Source: an optimization exercise on an open RTL-to-GDS flow (aim: small area and a short achievable clock period). Production flows keep margins and buffers that such runs may drop. In this exercise RTL edits were held to simulation tests only and were not proved equivalent to the original. Power figures rest on the tool's default switching activity, not on a simulated workload.

## main
Design float_ops, start of the top module:
module float_ops(
	input         clk,
	input         rst_n,
	input  [31:0] add_a,
	input  [31:0] add_b,
	output [31:0] add_out,
	input  [31:0] mul_a,
	input  [31:0] mul_b,
	output [31:0] mul_out,
	input  [31:0] cmp_a,
	input  [31:0] cmp_b,
	output        cmp_gt,
	output        cmp_eq,
	output        cmp_lt,
	input  [31:0] f2i_in,
	output [31:0] f2i_out,
	input  [31:0] i2f_in,
	output [31:0] i2f_out
);
	float_adder u_add(.clk(clk), .rst_n(rst_n), .add_a(add_a), .add_b(add_b), .adder_out(add_out));
	float_mult  u_mul(.clk(clk), .rst_n(rst_n), .mul_a(mul_a), .mul_b(mul_b), .out_a(mul_out));
	float_comp  u_cmp(.rst_n(rst_n), .clk(clk), .float_a(cmp_a), .float_b(cmp_b), .gt(cmp_gt), .eq(cmp_eq), .lt(cmp_lt));
	float2int   u_f2i(.clk(clk), .rst_n(rst_n), .float_in(f2i_in), .int_out(f2i_out));
	int2float   u_i2f(.clk(clk), .rst_n(rst_n), .int_in(i2f_in), .float_out(i2f_out));
endmodule
Size: ~390 flip-flops, ~390 I/O pins, about 39000 sq um of cells after synthesis.
make LEC_CHECK=0 CAP_MARGIN=20 CORE_MARGIN=2 CORE_UTILIZATION=60 PLACE_DENSITY=0.7 SETUP_SLACK_MARGIN=5 SLEW_MARGIN=20 finish   # period 10.0 ns
run.sh (not shown) runs the stock make flow with config.mk's settings and CLKGATE_MAP_FILE= SYNTH_SCRIPT=/design/flow/synth_recipe.tcl, a recipe that flattens the netlist after the stock synthesis.
### main -> the feature branch
# main
export LEC_CHECK = 0
export CAP_MARGIN = 20
export CORE_MARGIN = 2
export CORE_UTILIZATION = 60
export PLACE_DENSITY = 0.7
export SETUP_SLACK_MARGIN = 5
export SLEW_MARGIN = 20
create_clock -name core_clock -period 10.0 [get_ports {clk}]
# the feature branch
export LEC_CHECK = 0
export CAP_MARGIN = 20
export CORE_MARGIN = 2
export CORE_UTILIZATION = 40
export SLEW_MARGIN = 20
create_clock -name core_clock -period 10.0 [get_ports {clk}]
### Flow results
- Result: PASS for each of the feature branch and main
- Delta (the feature branch minus main): delay of the slowest cell on the worst path increased 0.21 ns; count of inverters other than clock inverters in the layout decreased 2.
- Total power draw went down by a few percent going from main to the feature branch.
- The feature branch ended up with a higher part of the total power dissipated in the clock network than main did.
- Die extent in y is lower on main
- main -> the feature branch: non-clock buffer count decreased by more than a quarter
- Time the final worst path needs with I/O delays and setup on the feature branch is behind main.
- The feature branch -> main: hold-critical path depth delta 0, exact match
- NOTE: area overhead of the layout relative to synthesis in the feature branch falls short of that of main

* * *

float_ops again, from the RTL that the note above started with.
export LEC_CHECK = 0
export CAP_MARGIN = 20
export CORE_MARGIN = 2
export CORE_UTILIZATION = 40
export SLEW_MARGIN = 20
export SYNTH_HIERARCHICAL = 1
export SYNTH_MINIMUM_KEEP_SIZE = 0
create_clock -name core_clock -period 10.0 [get_ports {clk}]
standard.sh (not shown) runs the stock make flow with config.mk's settings and CLKGATE_MAP_FILE= SYNTH_SCRIPT=/design/flow/synth_recipe.tcl, a recipe that flattens the netlist after the stock synthesis.
==> flow/flow/run.sh <==
#!/bin/bash
set -euo pipefail
export SETUP_SLACK_MARGIN=6
export BUFFER_PORTS_ARGS="-buffer_cell sky130_fd_sc_hd__buf_1"
bash standard.sh finish > standard_flow.log 2>&1
Rerun with:
==> flow/run.sh (new file) <==
#!/bin/bash
# synth_recipe.tcl (not shown) runs the flow's synth.tcl, then flattens the netlist and writes it again
# the make line also repeats each setting of config.mk as NAME=value (left out here)
make -C /OpenROAD-flow-scripts/flow DESIGN_CONFIG=/design/flow/config.mk WORK_HOME=/design/flow/orfs CLKGATE_MAP_FILE= SYNTH_SCRIPT=/design/flow/synth_recipe.tcl finish
- SETUP_SLACK_MARGIN: default -> 5
removed: flow/flow/run.sh
removed: flow/standard.sh
Effect: First-iteration DRC count went down by a few percent; wire length decreases by a few percent; register-to-register slack is worse by 0.48 ns; global-route usage goes down by 0.96 points; hold slack barely changes; die area does not change.

* * *

float_ops, a different RTL version from the one above (not shown whole).
Size: about 380 flip-flops, ~390 I/O pins, ~37,000 sq um of cells after synthesis.
Settings: LEC_CHECK=0, CAP_MARGIN=20, CORE_MARGIN=2, CORE_UTILIZATION=40, CTS_CLUSTER_DIAMETER=150, CTS_CLUSTER_SIZE=24, GPL_ROUTABILITY_DRIVEN=0, SLEW_MARGIN=20, SYNTH_HIERARCHICAL=1, SYNTH_MINIMUM_KEEP_SIZE=0; clock period 10.0 ns.
==> flow/flow/run.sh <==
#!/bin/bash
set -euo pipefail
export BUFFER_PORTS_ARGS="-buffer_cell sky130_fd_sc_hd__buf_1"
export SETUP_SLACK_MARGIN=5.5
bash standard.sh finish > standard_flow.log 2>&1
Next try:
GPL_ROUTABILITY_DRIVEN = not set   (was 0)
After rerunning:
- The changed run ran to the end with no violations
- final cell count hardly moves
- area after synthesis is unchanged
- critical path depth is unchanged
- clock-buffer cell count falls by 1
- register-to-register slack improves by 20 ps
- total power falls by 0.31%
- final area falls by 0.52%
- first-iteration DRC count falls by 9.5%
- utilization falls by 0.23 points
Next try:
ABC_AREA = 1   (was not set)
What happened: Total power came out lower by 2.4%; flip-flop and latch count stays the same; final cell count rose by 22%; wire length climbs by 4.3%; clock-buffer cell count does not change.
Next try:
--- a/flow/flow/run.sh
+++ b/flow/flow/run.sh
@@ -4 +4 @@
-export SETUP_SLACK_MARGIN=5.5
+export SETUP_SLACK_MARGIN=5.75
ABC_AREA = not set   (was 1)
What happened: The new run completed with no timing, DRC or antenna violations; worst setup slack improves by 240 ps; utilization goes up by 1.9 points; critical path depth fell by 4; register-to-register slack gets better by 270 ps; wire length is higher by a few percent.

* * *

## lane 5
float_ops again, from the RTL that the note above started with.
export LEC_CHECK = 0
export CAP_MARGIN = 20
export CORE_MARGIN = 2
export CORE_UTILIZATION = 40
export CTS_CLUSTER_DIAMETER = 150
export CTS_CLUSTER_SIZE = 24
export PLACE_DENSITY = 0.75
export SLEW_MARGIN = 20
export SYNTH_HIERARCHICAL = 1
export SYNTH_MINIMUM_KEEP_SIZE = 0
create_clock -name core_clock -period 10.0 [get_ports {clk}]
==> flow/flow/run.sh <==
#!/bin/bash
set -euo pipefail
export BUFFER_PORTS_ARGS="-buffer_cell sky130_fd_sc_hd__buf_1"
export SETUP_SLACK_MARGIN=5.5
bash standard.sh finish > standard_flow.log 2>&1
diff inputs: lane 5 => lane 4
- putting ABC_AREA at 1 where nothing was set
- clearing PLACE_DENSITY, which used to be 0.75
==> flow/flow/run.sh <==
#!/bin/bash
set -euo pipefail
export BUFFER_PORTS_ARGS="-buffer_cell sky130_fd_sc_hd__buf_1"
export SETUP_SLACK_MARGIN=5.75
bash standard.sh finish > standard_flow.log 2>&1
==> comparison <==
- Lane 4: flow completed, timing, DRC and antenna clean
- From lane 5 to lane 4 the numbers moved as follows: total area of multi-input combinational cells fell about 4.3%, final worst setup slack grew by 0.16 ns, placement-stage cell area now sits higher, routed wire length +about 6%.
- Lane 5 → lane 4: net count of the finished layout increased by 24% relative to the old numbers, summed area of non-filler cells in the final layout increased by about 2% relative to the old numbers.
- Upper clock frequency limit, lane 4 and lane 5: higher on lane 4
- Leakage power total went up by more than 10% going from lane 5 to lane 4.
- Per the comparison of lane 4 with lane 5, total die area picked up an extra about 1%; total met3 wirelength after detailed routing lost 530 um; largest voltage drop on the vdd net picked up an extra 11%.

afterwards: timing with drivers on the ports:
Ports are ideal in the flow. The routed layouts listed here were re-timed in OpenROAD. Step 1: set_driving_cell puts a clkbuf_16 on clk and a buf_2 on each other input, an assumption about the parent block. Step 2, shift: input delay + t, output delay - t, t = (earliest + latest rising clock arrival at the registers) / 2. This alone moves slack from input paths to output paths. Three values: ideal, step 1, step 2; two values: the first two.
run | t, ns | slack for setup (ns) | hold slack, ns | latest minus earliest clock arrival (ns)
main | 0.659 | 4.157 / 4.058 / 3.399 | 0.317 / 0.317 / 0.317 | 0.025 / 0.025
the feature branch | 0.699 | 2.996 / 3.036 / 2.337 | 0.327 / 0.327 / 0.327 | 0.030 / 0.030
the first run of note 2 | 0.692 | 5.461 / 5.455 / 4.763 | 0.325 / 0.325 / 0.325 | 0.027 / 0.028
the second run of note 2 | 0.698 | 5.048 / 5.090 / 4.391 | 0.325 / 0.325 / 0.325 | 0.016 / 0.017
the first run of note 3 | 0.643 | 5.585 / 5.576 / 4.992 | 0.332 / 0.332 / 0.332 | 0.026 / 0.026
the second run of note 3 | 0.638 | 5.632 / 5.565 / 5.040 | 0.325 / 0.325 / 0.325 | 0.034 / 0.034
the third run of note 3 | 0.651 | 5.553 / 5.553 / 5.211 | 0.333 / 0.333 / 0.333 | 0.032 / 0.032
the fourth run of note 3 | 0.613 | 5.797 / 5.751 / 5.137 | 0.333 / 0.333 / 0.333 | 0.036 / 0.037
lane 5 | 0.633 | 5.572 / 5.601 / 4.982 | 0.324 / 0.324 / 0.324 | 0.018 / 0.018
lane 4 | 0.651 | 5.729 / 5.729 / 5.389 | 0.333 / 0.333 / 0.333 | 0.027 / 0.027
After both steps setup and hold are still met in every run listed. For main, which loses most, drivers alone change the setup slack by -0.099 ns; drivers and shift together by -0.758 ns.
